Context: an optimization exercise on an open-source flow, tuned for small area and a short achievable clock period. The choices shown serve that exercise and are no tape-out recipe. Function not checked in this run: the RTL went through the layout flow alone. Power is estimated from default activity; no workload was simulated.

==> flow/design.v <==
module full_adder(
    input a,
    input b,
    input cin,
    output sum,
    output cout
);
    wire temp1, temp2, temp3;
    xor(temp1, a, b);
    xor(sum, temp1, cin);
    and(temp2, a, b);
    and(temp3, cin, temp1);
    or(cout, temp2, temp3);
endmodule
module adder_64bit(
    input [63:0] a,
    input [63:0] b,
    input cin,
    output [63:0] sum,
    output cout
);
    wire [64:0] carry;  
    assign carry[0] = cin;
    genvar i;
    generate
        for(i = 0; i < 64; i = i +1) begin : adders
            full_adder fa(
                .a(a[i]),
                .b(b[i]),
                .cin(carry[i]),
                .sum(sum[i]),
                .cout(carry[i+1])
            );
        end
    endgenerate
    assign cout = carry[64];
endmodule
module subtractor_64bit(
    input [63:0] a,
    input [63:0] b,
    output [63:0] diff
);
    wire [63:0] b_complement;
    wire cout;
    genvar i;
    generate
        for(i = 0; i < 64; i = i + 1) begin : complement
            not(b_complement[i], b[i]);
        end
    endgenerate
    adder_64bit final_add(
        .a(a),
        .b(b_complement),
        .cin(1'b1),
        .sum(diff),
        .cout(cout)
    );
endmodule
module logical_operators(
    input [63:0] a,
    input [63:0] b,
    output [63:0] xor_final,
    output [63:0] and_final,
    output [63:0] or_final
);
    genvar i;
    generate
        for(i = 0; i < 64; i = i + 1) begin : bitwiseops
            or(or_final[i], a[i], b[i]);
            and(and_final[i], a[i], b[i]);
            xor(xor_final[i], a[i], b[i]);
        end
    endgenerate
endmodule
module shift_operators(
    input [63:0] a,
    input [63:0] b,  
    output reg [63:0] sll_final,
    output reg [63:0] srl_final,
    output reg [63:0] sra_final
);
    reg [63:0] temp_sll;
    reg [63:0] temp_srl;
    reg [63:0] temp_sra;
    always @(*) begin
        temp_sll = a;
        temp_srl = a;
        temp_sra = a;
        if (|b[63:6]) begin
            temp_sll = 64'b0;
            temp_srl = 64'b0;
            temp_sra = {64{a[63]}};
        end
        else begin
            if (b[0]) temp_sll = {temp_sll[62:0], 1'b0};
            if (b[1]) temp_sll = {temp_sll[61:0], 2'b0};
            if (b[2]) temp_sll = {temp_sll[59:0], 4'b0};
            if (b[3]) temp_sll = {temp_sll[55:0], 8'b0};
            if (b[4]) temp_sll = {temp_sll[47:0], 16'b0};
            if (b[5]) temp_sll = {temp_sll[31:0], 32'b0};
            if (b[0]) temp_srl = {1'b0, temp_srl[63:1]};
            if (b[1]) temp_srl = {2'b0, temp_srl[63:2]};
            if (b[2]) temp_srl = {4'b0, temp_srl[63:4]};
            if (b[3]) temp_srl = {8'b0, temp_srl[63:8]};
            if (b[4]) temp_srl = {16'b0, temp_srl[63:16]};
            if (b[5]) temp_srl = {32'b0, temp_srl[63:32]};
            if (b[0]) temp_sra = {temp_sra[63], temp_sra[63:1]};
            if (b[1]) temp_sra = {{2{temp_sra[63]}}, temp_sra[63:2]};
            if (b[2]) temp_sra = {{4{temp_sra[63]}}, temp_sra[63:4]};
            if (b[3]) temp_sra = {{8{temp_sra[63]}}, temp_sra[63:8]};
            if (b[4]) temp_sra = {{16{temp_sra[63]}}, temp_sra[63:16]};
            if (b[5]) temp_sra = {{32{temp_sra[63]}}, temp_sra[63:32]};
        end
        sll_final = temp_sll;
        srl_final = temp_srl;
        sra_final = temp_sra;
    end
endmodule
module comparator(
    input [63:0] a,
    input [63:0] b,
    output [63:0] slt_final,
    output [63:0] sltu_final
);
    wire [63:0] sub;
    wire is_less_s;
    wire is_less_u;
    wire [62:0] zeros;
    wire diff_sign;
    wire a_neg;
    wire [63:0] eq; 
    wire [63:0] gt;  
    wire [63:0] lt;   
    wire [64:0] prop; 
    wire [63:0] lt_temp;
    subtractor_64bit compare(
        .a(a),
        .b(b),
        .diff(sub)
    );
    xor sign_gate(diff_sign, a[63], b[63]);
    and neg_gate(a_neg, a[63], ~b[63]);
    genvar i;
    generate
        for(i = 0; i < 64; i = i + 1) begin : compare_each_bit
            xnor eq_gate(eq[i], a[i], b[i]);
            and  lt_gate(lt[i], ~a[i], b[i]);
            and  gt_gate(gt[i], a[i], ~b[i]);
        end
    endgenerate
    assign prop[64] = 1'b0;
    generate
        for(i = 0; i < 64; i = i + 1) begin : priority_chain
            and prop_gate(prop[i], eq[i], prop[i+1]);
            or  final_gate(lt_temp[i], lt[i], prop[i+1] & lt[i]);
        end
    endgenerate
    wire sub_neg;
    wire same_less;
    and sub_gate(sub_neg, sub[63], 1'b1);
    and same_gate(same_less, ~diff_sign, sub_neg);
    or less_gate(is_less_s, a_neg, same_less);
    assign is_less_u = lt_temp[0];
    assign zeros = 63'b0;
    assign slt_final = {zeros, is_less_s};
    assign sltu_final = {zeros, is_less_u};
endmodule
module alu(
    input [2:0] funct3,
    input [6:0] funct7,
    input [63:0] rs1,
    input [63:0] rs2,
    output reg [63:0] rd
);
    wire [63:0] add_final;
    wire [63:0] sub_final;
    wire [63:0] and_final;
    wire [63:0] or_final;
    wire [63:0] xor_final;
    wire [63:0] sll_final;
    wire [63:0] srl_final;
    wire [63:0] sra_final;
    wire [63:0] slt_final;
    wire [63:0] sltu_final;
    wire is_add = (funct3 == 3'b000) && (funct7 == 7'b0000000);
    wire is_sub = (funct3 == 3'b000) && (funct7 == 7'b0100000);
    wire is_xor = (funct3 == 3'b100) && (funct7 == 7'b0000000);
    wire is_or  = (funct3 == 3'b110) && (funct7 == 7'b0000000);
    wire is_and = (funct3 == 3'b111) && (funct7 == 7'b0000000);
    wire is_sll = (funct3 == 3'b001) && (funct7 == 7'b0000000);
    wire is_srl = (funct3 == 3'b101) && (funct7 == 7'b0000000);
    wire is_sra = (funct3 == 3'b101) && (funct7 == 7'b0100000);
    wire is_slt = (funct3 == 3'b010) && (funct7 == 7'b0000000);
    wire is_sltu = (funct3 == 3'b011) && (funct7 == 7'b0000000);
    always @(*) begin
        case (1'b1)
            is_add:  rd = add_final;
            is_sub:  rd = sub_final;
            is_xor:  rd = xor_final;
            is_or:   rd = or_final;
            is_and:  rd = and_final;
            is_sll:  rd = sll_final;
            is_srl:  rd = srl_final;
            is_sra:  rd = sra_final;
            is_slt:  rd = slt_final;
            is_sltu: rd = sltu_final;
            default: rd = 64'b0;
        endcase
    end
    adder_64bit add(
        .a(rs1),
        .b(rs2),
        .cin(1'b0),
        .sum(add_final),
        .cout()
    );
    subtractor_64bit sub(
        .a(rs1),
        .b(rs2),
        .diff(sub_final)
    );
    logical_operators logical_operations(
        .a(rs1),
        .b(rs2),
        .and_final(and_final),
        .or_final(or_final),
        .xor_final(xor_final)
    );
    shift_operators shift_operations(
        .a(rs1),
        .b(rs2),
        .sll_final(sll_final),
        .srl_final(srl_final),
        .sra_final(sra_final)
    );
    comparator comparison_operations(
        .a(rs1),
        .b(rs2),
        .slt_final(slt_final),
        .sltu_final(sltu_final)
    );
endmodule
module control_unit(
    input wire [6:0] opcode,
    input wire [2:0] funct3,
    input wire [6:0] funct7,
    output reg mem_read,
    output reg mem_write,
    output reg reg_write,
    output reg branch,
    output reg [2:0] alu_funct3,
    output reg [6:0] alu_funct7,
    output reg [2:0] imm_type,
    output reg alu_src_b_sel
);
    localparam R_TYPE    = 7'b0110011;  
    localparam I_TYPE    = 7'b0010011;  
    localparam I_TYPE_LD = 7'b0000011;  
    localparam S_TYPE    = 7'b0100011;  
    localparam B_TYPE    = 7'b1100011;  
    localparam IMM_I = 3'b000;
    localparam IMM_S = 3'b001;
    localparam IMM_B = 3'b010;
    always @(*) begin
        mem_read = 1'b0;
        mem_write = 1'b0;
        reg_write = 1'b0;
        branch = 1'b0;
        alu_funct3 = funct3;
        alu_funct7 = funct7;
        imm_type = IMM_I;
        alu_src_b_sel = 1'b0;
        case (opcode)
            R_TYPE: begin
                reg_write = 1'b1;
            end
            I_TYPE: begin
                reg_write = 1'b1;
                alu_src_b_sel = 1'b1;
            end
            I_TYPE_LD: begin
                mem_read = 1'b1;
                reg_write = 1'b1;
                alu_src_b_sel = 1'b1;
            end
            S_TYPE: begin
                mem_write = 1'b1;
                alu_src_b_sel = 1'b1;
                imm_type = IMM_S;
            end
            B_TYPE: begin
                branch = 1'b1;
                imm_type = IMM_B;
            end
            default: begin
                mem_read = 1'b0;
                mem_write = 1'b0;
                reg_write = 1'b0;
                branch = 1'b0;
            end
        endcase
    end
endmodule
module immediate_generator (
    input wire [31:0] instruction,
    input wire [2:0] imm_type,
    output reg [63:0] immediate
);
    localparam IMM_I = 3'b000;   
    localparam IMM_S = 3'b001;   
    localparam IMM_B = 3'b010;   
    wire [11:0] i_imm;
    wire [11:0] s_imm;
    wire [12:0] b_imm;
    assign i_imm = instruction[31:20];
    assign s_imm = {instruction[31:25], instruction[11:7]};
    assign b_imm = {instruction[31], instruction[7], instruction[30:25], instruction[11:8], 1'b0};
    always @(*) begin
        case (imm_type)
            IMM_I: immediate = {{52{instruction[31]}}, instruction[31:20]};
            IMM_S: immediate = {{52{instruction[31]}}, instruction[31:25], instruction[11:7]};
            IMM_B: immediate = {{52{instruction[31]}}, instruction[7], instruction[30:25], 
                               instruction[11:8]};
            default: immediate = 64'b0;
        endcase
    end
endmodule 
module register_file (
    input wire clk,
    input wire rst,
    input wire [4:0] rs1_addr,
    input wire [4:0] rs2_addr,
    input wire [4:0] rd_addr,
    input wire [63:0] rd_data,
    input wire reg_write,
    output reg [63:0] rs1_data,
    output reg [63:0] rs2_data
);
    reg [63:0] registers [0:31];   
    integer i;
    always @(*) begin
        if (rs1_addr == 5'b00000)
            rs1_data = 64'h0;
        else
            rs1_data = registers[rs1_addr];
        if (rs2_addr == 5'b00000)
            rs2_data = 64'h0;
        else
            rs2_data = registers[rs2_addr];
    end
    always @(posedge clk) begin
        if (rst) begin
            for (i = 0; i < 32; i = i + 1)
                registers[i] <= 64'h0;
        end
        else if (reg_write && rd_addr != 5'b0) begin   
            registers[rd_addr] <= rd_data;
        end
    end
endmodule
module branch_unit (
    input wire [63:0] rs1_data,         
    input wire [63:0] rs2_data,         
    input wire branch,                  
    input wire [2:0] funct3,           
    input wire [63:0] pc,              
    input wire [63:0] imm,             
    output reg take_branch,            
    output reg [63:0] branch_target    
);
    wire equal = (rs1_data == rs2_data);
    always @(*) begin
        take_branch = 1'b0;
        branch_target = pc + imm;   
        if (branch) begin
            case (funct3)
                3'b000: begin  
                    take_branch = equal;
                end
                3'b001: begin  
                    take_branch = !equal;
                end
                default: begin
                    take_branch = 1'b0;
                end
            endcase
        end
    end
endmodule
module forwarding_unit (
    input wire [4:0] ex_rs1_addr,
    input wire [4:0] ex_rs2_addr,
    input wire [4:0] mem_rd_addr,
    input wire [4:0] wb_rd_addr,
    input wire mem_reg_write,
    input wire wb_reg_write,
    output reg [1:0] forward_a,   
    output reg [1:0] forward_b    
);
    always @(*) begin
        forward_a = 2'b00;
        forward_b = 2'b00;
        if (mem_reg_write && (mem_rd_addr != 0)) begin
            if (mem_rd_addr == ex_rs1_addr) begin
                forward_a = 2'b10;
            end
            if (mem_rd_addr == ex_rs2_addr) begin
                forward_b = 2'b10;
            end
        end
        if (wb_reg_write && (wb_rd_addr != 0)) begin
            if ((wb_rd_addr == ex_rs1_addr) && (mem_rd_addr != ex_rs1_addr)) begin
                forward_a = 2'b01;
            end
            if ((wb_rd_addr == ex_rs2_addr) && (mem_rd_addr != ex_rs2_addr)) begin
                forward_b = 2'b01;
            end
        end
    end
endmodule
module hazard_detection_unit (
    input wire [4:0] id_rs1_addr,
    input wire [4:0] id_rs2_addr,
    input wire [4:0] ex_rd_addr,
    input wire [4:0] mem_rd_addr,
    input wire ex_mem_read,
    input wire id_branch,
    input wire branch_taken,
    output reg stall_if,
    output reg stall_id,
    output reg flush_ex
);
    always @(*) begin
        stall_if = 1'b0;
        stall_id = 1'b0;
        flush_ex = 1'b0;
        if (ex_mem_read && 
            ((ex_rd_addr == id_rs1_addr) || (ex_rd_addr == id_rs2_addr)) &&
            (ex_rd_addr != 5'b0)) begin
            stall_if = 1'b1;
            stall_id = 1'b1;
            flush_ex = 1'b1;
        end
        if (id_branch && ex_rd_addr != 5'b0 &&
            ((ex_rd_addr == id_rs1_addr) || (ex_rd_addr == id_rs2_addr))) begin
            stall_if = 1'b1;
            stall_id = 1'b1;
            flush_ex = 1'b1;
        end
        if (branch_taken) begin
            flush_ex = 1'b1;
        end
    end
endmodule
module pipeline_registers (
    input wire clk,
    input wire rst,
    input wire stall_if_id,
    input wire flush_if_id,
    input wire stall_id_ex,
    input wire flush_id_ex,
    input wire stall_ex_mem,
    input wire flush_ex_mem,
    input wire stall_mem_wb,
    input wire flush_mem_wb,
    input wire [63:0] if_pc,
    input wire [31:0] if_instruction,
    output reg [63:0] id_pc,
    output reg [31:0] id_instruction,
    input wire [63:0] id_rs1_data,
    input wire [63:0] id_rs2_data,
    input wire [63:0] id_immediate,
    input wire [4:0] id_rs1_addr,
    input wire [4:0] id_rs2_addr,
    input wire [4:0] id_rd_addr,
    input wire [2:0] id_funct3,
    input wire [6:0] id_funct7,
    input wire id_mem_read,
    input wire id_mem_write,
    input wire id_reg_write,
    input wire id_alu_src_b_sel,
    output reg [63:0] ex_rs1_data,
    output reg [63:0] ex_rs2_data,
    output reg [63:0] ex_immediate,
    output reg [4:0] ex_rs1_addr,
    output reg [4:0] ex_rs2_addr,
    output reg [4:0] ex_rd_addr,
    output reg [2:0] ex_funct3,
    output reg [6:0] ex_funct7,
    output reg ex_mem_read,
    output reg ex_mem_write,
    output reg ex_reg_write,
    output reg ex_alu_src_b_sel,
    input wire [63:0] ex_alu_result,
    input wire [63:0] ex_rs2_data_fwd,
    output reg [63:0] mem_alu_result,
    output reg [63:0] mem_write_data,
    output reg [4:0] mem_rd_addr,
    output reg mem_mem_read,
    output reg mem_mem_write,
    output reg mem_reg_write,
    input wire [63:0] mem_read_data,
    input wire [63:0] mem_alu_result_in,
    output reg [63:0] wb_read_data,
    output reg [63:0] wb_alu_result,
    output reg [4:0] wb_rd_addr,
    output reg wb_reg_write,
    output reg wb_mem_read
);
    always @(posedge clk) begin
        if (rst || flush_if_id) begin
            id_pc <= 64'b0;
            id_instruction <= 32'b0;
        end
        else if (!stall_if_id) begin
            id_pc <= if_pc;
            id_instruction <= if_instruction;
        end
    end
    always @(posedge clk) begin
        if (rst || flush_id_ex) begin
            ex_rs1_data <= 64'b0;
            ex_rs2_data <= 64'b0;
            ex_immediate <= 64'b0;
            ex_rs1_addr <= 5'b0;
            ex_rs2_addr <= 5'b0;
            ex_rd_addr <= 5'b0;
            ex_funct3 <= 3'b0;
            ex_funct7 <= 7'b0;
            ex_mem_read <= 1'b0;
            ex_mem_write <= 1'b0;
            ex_reg_write <= 1'b0;
            ex_alu_src_b_sel <= 1'b0;
        end
        else if (!stall_id_ex) begin
            ex_rs1_data <= id_rs1_data;
            ex_rs2_data <= id_rs2_data;
            ex_immediate <= id_immediate;
            ex_rs1_addr <= id_rs1_addr;
            ex_rs2_addr <= id_rs2_addr;
            ex_rd_addr <= id_rd_addr;
            ex_funct3 <= id_funct3;
            ex_funct7 <= id_funct7;
            ex_mem_read <= id_mem_read;
            ex_mem_write <= id_mem_write;
            ex_reg_write <= id_reg_write;
            ex_alu_src_b_sel <= id_alu_src_b_sel;
        end
    end
    always @(posedge clk) begin
        if (rst || flush_ex_mem) begin
            mem_alu_result <= 64'b0;
            mem_write_data <= 64'b0;
            mem_rd_addr <= 5'b0;
            mem_mem_read <= 1'b0;
            mem_mem_write <= 1'b0;
            mem_reg_write <= 1'b0;
        end
        else if (!stall_ex_mem) begin
            mem_alu_result <= ex_alu_result;
            mem_write_data <= ex_rs2_data_fwd;
            mem_rd_addr <= ex_rd_addr;
            mem_mem_read <= ex_mem_read;
            mem_mem_write <= ex_mem_write;
            mem_reg_write <= ex_reg_write;
        end
    end
    always @(posedge clk) begin
        if (rst || flush_mem_wb) begin
            wb_read_data <= 64'b0;
            wb_alu_result <= 64'b0;
            wb_rd_addr <= 5'b0;
            wb_reg_write <= 1'b0;
            wb_mem_read <= 1'b0;
        end
        else if (!stall_mem_wb) begin
            wb_read_data <= mem_read_data;
            wb_alu_result <= mem_alu_result_in;
            wb_rd_addr <= mem_rd_addr;
            wb_reg_write <= mem_reg_write;
            wb_mem_read <= mem_mem_read;
        end
    end
endmodule
module cpu_top(
    input wire clk,
    input wire rst,
    output wire [63:0] imem_addr,
    input wire [31:0] imem_rdata,
    output wire [63:0] dmem_addr,
    output wire [63:0] dmem_wdata,
    output wire dmem_re,
    output wire dmem_we,
    input wire [63:0] dmem_rdata
);
    wire [63:0] if_pc;
    wire [31:0] if_instruction;
    wire stall_if, stall_id, flush_ex;
    wire [1:0] forward_a, forward_b;
    reg [63:0] pc_reg;
    wire [63:0] next_pc;
    wire [63:0] branch_target;
    wire branch_taken;
    wire [63:0] id_pc;
    wire [31:0] id_instruction;
    wire [63:0] id_rs1_data, id_rs2_data, id_immediate;
    wire id_mem_read, id_mem_write, id_reg_write, id_alu_src_b_sel;
    wire [2:0] id_alu_funct3;
    wire [6:0] id_alu_funct7;
    wire [2:0] id_imm_type;
    wire id_branch;
    wire [63:0] ex_rs1_data_fwd, ex_rs2_data_fwd;
    wire [63:0] ex_alu_result;
    wire [63:0] mem_read_data;
    wire [63:0] wb_data;
    wire [63:0] ex_rs1_data, ex_rs2_data, ex_immediate;
    wire [4:0] ex_rs1_addr, ex_rs2_addr, ex_rd_addr;
    wire [2:0] ex_funct3;
    wire [6:0] ex_funct7;
    wire ex_mem_read, ex_mem_write, ex_reg_write, ex_alu_src_b_sel;
    wire [63:0] mem_alu_result, mem_write_data;
    wire [4:0] mem_rd_addr;
    wire mem_mem_read, mem_mem_write, mem_reg_write;
    wire [63:0] wb_read_data, wb_alu_result;
    wire [4:0] wb_rd_addr;
    wire wb_reg_write, wb_mem_read;
    assign if_pc = pc_reg;
    assign next_pc = (branch_taken) ? branch_target : (pc_reg + 4);
    always @(posedge clk) begin
        if (rst) begin
            pc_reg <= 64'h0;
        end else if (!stall_if) begin
            pc_reg <= next_pc;
        end
    end
    assign imem_addr = if_pc;
    assign if_instruction = imem_rdata;
    pipeline_registers pipe_regs (
        .clk(clk),
        .rst(rst),
        .stall_if_id(stall_if),
        .flush_if_id(branch_taken),
        .stall_id_ex(stall_id),
        .flush_id_ex(flush_ex),
        .stall_ex_mem(1'b0),
        .flush_ex_mem(1'b0),
        .stall_mem_wb(1'b0),
        .flush_mem_wb(1'b0),
        .if_pc(if_pc),
        .if_instruction(if_instruction),
        .id_pc(id_pc),
        .id_instruction(id_instruction),
        .ex_rs1_data(ex_rs1_data),
        .ex_rs2_data(ex_rs2_data),
        .ex_immediate(ex_immediate),
        .ex_rs1_addr(ex_rs1_addr),
        .ex_rs2_addr(ex_rs2_addr),
        .ex_rd_addr(ex_rd_addr),
        .ex_funct3(ex_funct3),
        .ex_funct7(ex_funct7),
        .ex_mem_read(ex_mem_read),
        .ex_mem_write(ex_mem_write),
        .ex_reg_write(ex_reg_write),
        .ex_alu_src_b_sel(ex_alu_src_b_sel),
        .id_rs1_data(id_rs1_data),
        .id_rs2_data(id_rs2_data),
        .id_immediate(id_immediate),
        .id_rs1_addr(id_instruction[19:15]),
        .id_rs2_addr(id_instruction[24:20]),
        .id_rd_addr(id_instruction[11:7]),
        .id_funct3(id_alu_funct3),
        .id_funct7(id_alu_funct7),
        .id_mem_read(id_mem_read),
        .id_mem_write(id_mem_write),
        .id_reg_write(id_reg_write),
        .id_alu_src_b_sel(id_alu_src_b_sel),
        .ex_alu_result(ex_alu_result),
        .ex_rs2_data_fwd(ex_rs2_data_fwd),
        .mem_alu_result(mem_alu_result),
        .mem_write_data(mem_write_data),
        .mem_rd_addr(mem_rd_addr),
        .mem_mem_read(mem_mem_read),
        .mem_mem_write(mem_mem_write),
        .mem_reg_write(mem_reg_write),
        .mem_read_data(mem_read_data),
        .mem_alu_result_in(mem_alu_result),
        .wb_read_data(wb_read_data),
        .wb_alu_result(wb_alu_result),
        .wb_rd_addr(wb_rd_addr),
        .wb_reg_write(wb_reg_write),
        .wb_mem_read(wb_mem_read)
    );
    assign ex_rs1_data_fwd = 
        (forward_a == 2'b10) ? mem_alu_result :   
        (forward_a == 2'b01) ? wb_data :                    
        ex_rs1_data;                             
    assign ex_rs2_data_fwd = 
        (forward_b == 2'b10) ? mem_alu_result :   
        (forward_b == 2'b01) ? wb_data :                    
        ex_rs2_data;                             
    hazard_detection_unit hazard_unit (
        .id_rs1_addr(id_instruction[19:15]),
        .id_rs2_addr(id_instruction[24:20]),
        .ex_rd_addr(ex_rd_addr),
        .mem_rd_addr(mem_rd_addr),
        .ex_mem_read(ex_mem_read),
        .id_branch(id_branch),
        .branch_taken(branch_taken),
        .stall_if(stall_if),
        .stall_id(stall_id),
        .flush_ex(flush_ex)
    );
    forwarding_unit forward_unit (
        .ex_rs1_addr(ex_rs1_addr),
        .ex_rs2_addr(ex_rs2_addr),
        .mem_rd_addr(mem_rd_addr),
        .wb_rd_addr(wb_rd_addr),
        .mem_reg_write(mem_reg_write),
        .wb_reg_write(wb_reg_write),
        .forward_a(forward_a),
        .forward_b(forward_b)
    );
    control_unit ctrl (
        .opcode(id_instruction[6:0]),
        .funct3(id_instruction[14:12]),
        .funct7(id_instruction[31:25]),
        .mem_read(id_mem_read),
        .mem_write(id_mem_write),
        .reg_write(id_reg_write),
        .branch(id_branch),
        .alu_funct3(id_alu_funct3),
        .alu_funct7(id_alu_funct7),
        .imm_type(id_imm_type),
        .alu_src_b_sel(id_alu_src_b_sel)
    );
    register_file regfile (
        .clk(clk),
        .rst(rst),
        .rs1_addr(id_instruction[19:15]),
        .rs2_addr(id_instruction[24:20]),
        .rd_addr(wb_rd_addr),
        .rd_data(wb_data),
        .reg_write(wb_reg_write),
        .rs1_data(id_rs1_data),
        .rs2_data(id_rs2_data)
    );
    immediate_generator imm_gen (
        .instruction(id_instruction),
        .imm_type(id_imm_type),
        .immediate(id_immediate)
    );
    alu alu_unit (
        .funct3(ex_funct3),
        .funct7(ex_funct7),
        .rs1(ex_rs1_data_fwd),
        .rs2(ex_alu_src_b_sel ? ex_immediate : ex_rs2_data_fwd),
        .rd(ex_alu_result)
    );
    branch_unit br_unit (
        .rs1_data(id_rs1_data),
        .rs2_data(id_rs2_data),
        .branch(id_branch),
        .funct3(id_alu_funct3),
        .pc(id_pc),
        .imm(id_immediate),
        .take_branch(branch_taken),
        .branch_target(branch_target)
    );
    assign dmem_addr = mem_alu_result;
    assign dmem_wdata = mem_write_data;
    assign dmem_re = mem_mem_read;
    assign dmem_we = mem_mem_write;
    assign mem_read_data = dmem_rdata;
    assign wb_data = wb_mem_read ? wb_read_data : wb_alu_result;
endmodule
==> flow/run.sh <==
#!/bin/bash
# synth_recipe.tcl (not shown) runs the flow's synth.tcl, then flattens the netlist and writes it again
# the make line also repeats each setting of config.mk as NAME=value (left out here)
make -C /OpenROAD-flow-scripts/flow DESIGN_CONFIG=/design/flow/config.mk WORK_HOME=/design/flow/orfs CLKGATE_MAP_FILE= SYNTH_SCRIPT=/design/flow/synth_recipe.tcl finish
==> flow/config.mk <==
export PLATFORM = sky130hd
export DESIGN_NAME = cpu_top
export DESIGN_NICKNAME = cpu_top
export VERILOG_FILES = /design/flow/design.v
export SDC_FILE = /design/flow/constraint.sdc
export NUM_CORES = 4
export LEC_CHECK = 0
export CAP_MARGIN = 30
export CORE_MARGIN = 2
export CORE_UTILIZATION = 30
export PLACE_DENSITY = 0.45
export SLEW_MARGIN = 20
==> flow/constraint.sdc <==
create_clock -name core_clock -period 28.0 [get_ports {clk}]
set_input_delay 5.6000 -clock core_clock [delete_from_list [all_inputs] [get_ports {clk}]]
set_output_delay 5.6000 -clock core_clock [all_outputs]
set_load 0.01 [all_outputs]
==> impl_results.md <==
- Status: timing/DRC/antenna clean
- Layout cell share with drive strength beyond 1: 0.201
- Final Hold Viols: 0
- Placer congestion estimate: 1.05
- Die area: 500000 µm²
- Routed via count: 122k
- Switching power: 3300 µW
- Design Area, Final: 173000 µm²
- Global route overflow: 0
- Die Width: 707 µm
- Hold Crit Class: register to register
- Core area: 493000 µm²
- Critical Path AT: 28.39 ns
- Measured slew at the worst slew-check pin: ~1.3 ns
- Largest net degree at the start of global routing: between 100 and 150
- Final core occ: 0.350
- Req. time, crit path: 28.89 ns
- R2R depth: 75
- Worst R2R End: pipe_regs.mem_alu_result[62]
- Antenna Nets Post-Route: 0
- Critical R2R Launch: pipe_regs.mem_rd_addr[1]
- Clock-pin slew on the worst setup and hold paths: 0.06 ns
- CTS tree: built
- RSZ-0062 raised after global routing: false
- Clock power frac: 0.393
- Worst Setup Path Type: register to register
- Fraction of the yosys area taken by sequential cells: 0.497
- First-pass GRT wire length: 1090000 µm
- Reg-to-reg setup timing slack: 0.50 ns
- FP Rows: between 200 and 300
- Number of DRC markers in iteration 0: 19.9k
- Post-synth EDFFs: a little over 2k
- Number of port buffers: 291
- Biggest register: regfile.registers
- Critical path peak fanout: 8
- Met2 WL: between 300000 and 400000 µm
- DRT met1 WL: around 320000 µm
- Slew margin rel.: 0.154
- Root buffer cell: clkbuf_16
- Most frequent cells in the layout: 2563 x nor2_1, 2048 x edfxtp_1, 1009 x mux4_2
- Synth cell types: 94
- Min-Delay Startpoint: pipe_regs.id_pc[4]
- Final slew viol count: 0
- Gr usage total: 0.319
- Cell count after synthesis: 12.6k
- Max layer used: met5
- Antenna violations before repair: 98
- Final Cycle Share: 0.982
- Logic pwr share: 0.183
- CP Launch Type: register
- # H-tree levels: 5
- Number of setup violations in the final report: 0
- Fraction of registers with async set/reset: 0
- Dpl hpwl: about 550000 µm
- Seq pwr share: 0.424
- Post-synthesis register bit count: ~2.7k
- Clk_skew: 0.107 ns
- # IOs: 292
- Residual DRC: 0
- # clock sinks: 2659
- Nets: approximately 13k
- Met3 routed WL: between 90000 and 100000 µm
- Number of vias per cell: 6.21
- Setup TNS: 0 ns
- Kind of end point of the critical path: register
- Placed Area: 162000 µm²
- Initial Util: 0.301
- Clock Path Buffers: 4
- CP endpoint: pipe_regs.mem_alu_result[62]
- Design Power: approximately 11000 µW
- Yosys Warn Count: 10
- CP Launch Point: pipe_regs.mem_rd_addr[1]
- Area Growth Syn to Fin: 16.4%
- Sw Share: 0.310
- Clock Latency Late Sink: 1.05 ns
- Worst hold margin: 0.452 ns
- Wirelength, routed: 824000 µm
- Max FFs per register: 2048
- Max frequency: 36.4 MHz
- Drt wl/cell: 42.1 µm
- Pleak: 0.0586 µW
- Critical path's slowest cell: or4_4
- Cell mode on critical path: fa_2
- Primary FF master, synth: edfxtp_1
- Vias in the first global route: approximately 120k
- Design internal power: 7350 µW
- Die Ht: 707 µm
- Fillers: 48.5k
- Worst VDD drop: 46.1 µV
- CTS buffer count: ~320
- Tmin final: 27.50 ns
- Pre-antenna DRT Iters: 6
- Pwr Density: 61.7 nW/µm²
- Worst path max stage delay: around 0.57 ns
- # hold bufs at CTS: 0
- Commonest non-fill, non-tap cell in the layout: nor2_1
- Max_cap viols: 0
- Syn_area_per_cell: 11.8 µm²
- Mapped Area: between 100000 and 150000 µm²
-- worst min-delay path by stage --
| stage | endpoint | slack [ns] | cells after the start |
|---|---|---|---|
| final | pipe_regs.id_pc[4] | 0.45 | 2 |
| after CTS | pipe_regs.id_pc[4] | 0.46 | 2 |
| after global routing | pipe_regs.id_pc[36] | 0.48 | 2 |
| after floorplan | pipe_regs.mem_mem_write | 0.41 | 1 |
| after global placement | pipe_regs.id_pc[8] | 0.44 | 2 |
| after detailed placement | pipe_regs.id_pc[4] | 0.45 | 2 |
-- stage by stage --
stage	cells	setup slack, ns
4_1_cts	19500	0.0177
2_1_floorplan	12700	0.000641
5_1_grt	19500	0.00178
6_report	19600	0.503
3_5_place_dp	18900	-0.749
3_3_place_gp	18900	-0.788
-- power groups by stage --
stage          logic, µW  clock network (µW)  registers, µW
2_1_floorplan        970                   0           4530
3_3_place_gp        1860                   0           4580
3_5_place_dp        1860                   0           4590
4_1_cts             1870                4220           4510
5_1_grt             1960                4360           4520
6_report            1950                4190           4510
-- worst max-delay path: cells and delay by family (launching register included) --
family                     cells  cell delay, ns
and+or+nand+nor                3            0.73
DFF                            1            0.32
adders and majority gates     63           24.90
buffers and inverters          4            0.36
AOI/OAI and AO/OA              5            1.10
-- routing by layer --
metal / track usage / vias up
met5: 0.00231 / -
met4: 0.196 / 44
met3: 0.0835 / 1858
met2: 0.459 / 8622
met1: 0.429 / 63700
li1: - / 47400
-- final cells by class --
class / count / area (µm²) / share of cell area
clock buffers: 428 / 8770 / 0.0508
flip-flops and latches: 2659 / 73800 / 0.427
diodes: 66 / 165 / 0.000957
multi-input cells: 8648 / 71300 / 0.413
clock inverters: 139 / 1290 / 0.00750
well taps: 6500 / 8130 / 0.0471
inverters: 161 / 624 / 0.00362
repair buffers: 984 / 8560 / 0.0496
-- kinds of logic (layout without fill, tap and decap cells) --
family / after synthesis / count (layout) / share of synthesized area
AO/OA/AOI/OAI: 2005 / 2005 / 0.0905
AND/OR/NAND/NOR: 4348 / 4348 / 0.125
adder cells (fa/ha/maj): 381 / 381 / 0.0385
flip-flops: 2659 / 2659 / 0.497
other: 1 / 130 / 0.0000253
multiplexers: 1718 / 1718 / 0.202
buffers and inverters: 1352 / 1712 / 0.0392
XOR/XNOR: 132 / 132 / 0.00780
-- repair_timing --
| item | CTS | global route |
|---|---|---|
| setup endpoints to repair | 4 | 4 |
| setup buffers | 1 | 0 |
| pin swaps | 39 | 108 |
| gates resized for setup | 10 | 11 |
-- synthesized netlist by cell type (all sizes together) (56+ instances only) --
cell type  number  area share
a211oi         94      0.0048
a21o           59      0.0030
a21oi         475       0.016
a221oi         82      0.0048
a22oi         329       0.017
a31oi          63      0.0027
and2          178      0.0075
and3           59      0.0025
buf           487       0.017
clkbuf        704       0.018
dfxtp         611       0.082
edfxtp       2048        0.41
fa            126       0.017
ha            255       0.022
inv           158      0.0040
mux2           60      0.0046
mux2i         649       0.044
mux4         1009        0.15
nand2         794       0.020
nand3         175      0.0059
nand4          56      0.0024
nor2         2584       0.065
nor2b         187      0.0079
nor3          122      0.0042
o211ai        127      0.0064
o21ai         310       0.010
o22ai         114      0.0048
xnor2          82      0.0048

-- port drivers added, routing unchanged --
Ports are ideal in the flow. The routed layout listed here was re-timed in OpenROAD.
Step 1 assumes that a clkbuf_16 drives the clock port and a buf_2 every other input.
Step 2 also shifts input and output timing later by t, the mid clock arrival at the registers, as if the neighbouring blocks saw the same clock.
Slacks: ideal ports / drivers / drivers and shift; pairs: ideal ports / drivers.
t, ns: 1.137
setup WS [ns]: 0.503 / 0.503 / 0.503
worst setup path at the end: register to register
After both steps setup and hold are still met in this run. For this run, drivers alone change the setup slack by 0.000 ns; drivers and shift together by 0.000 ns.
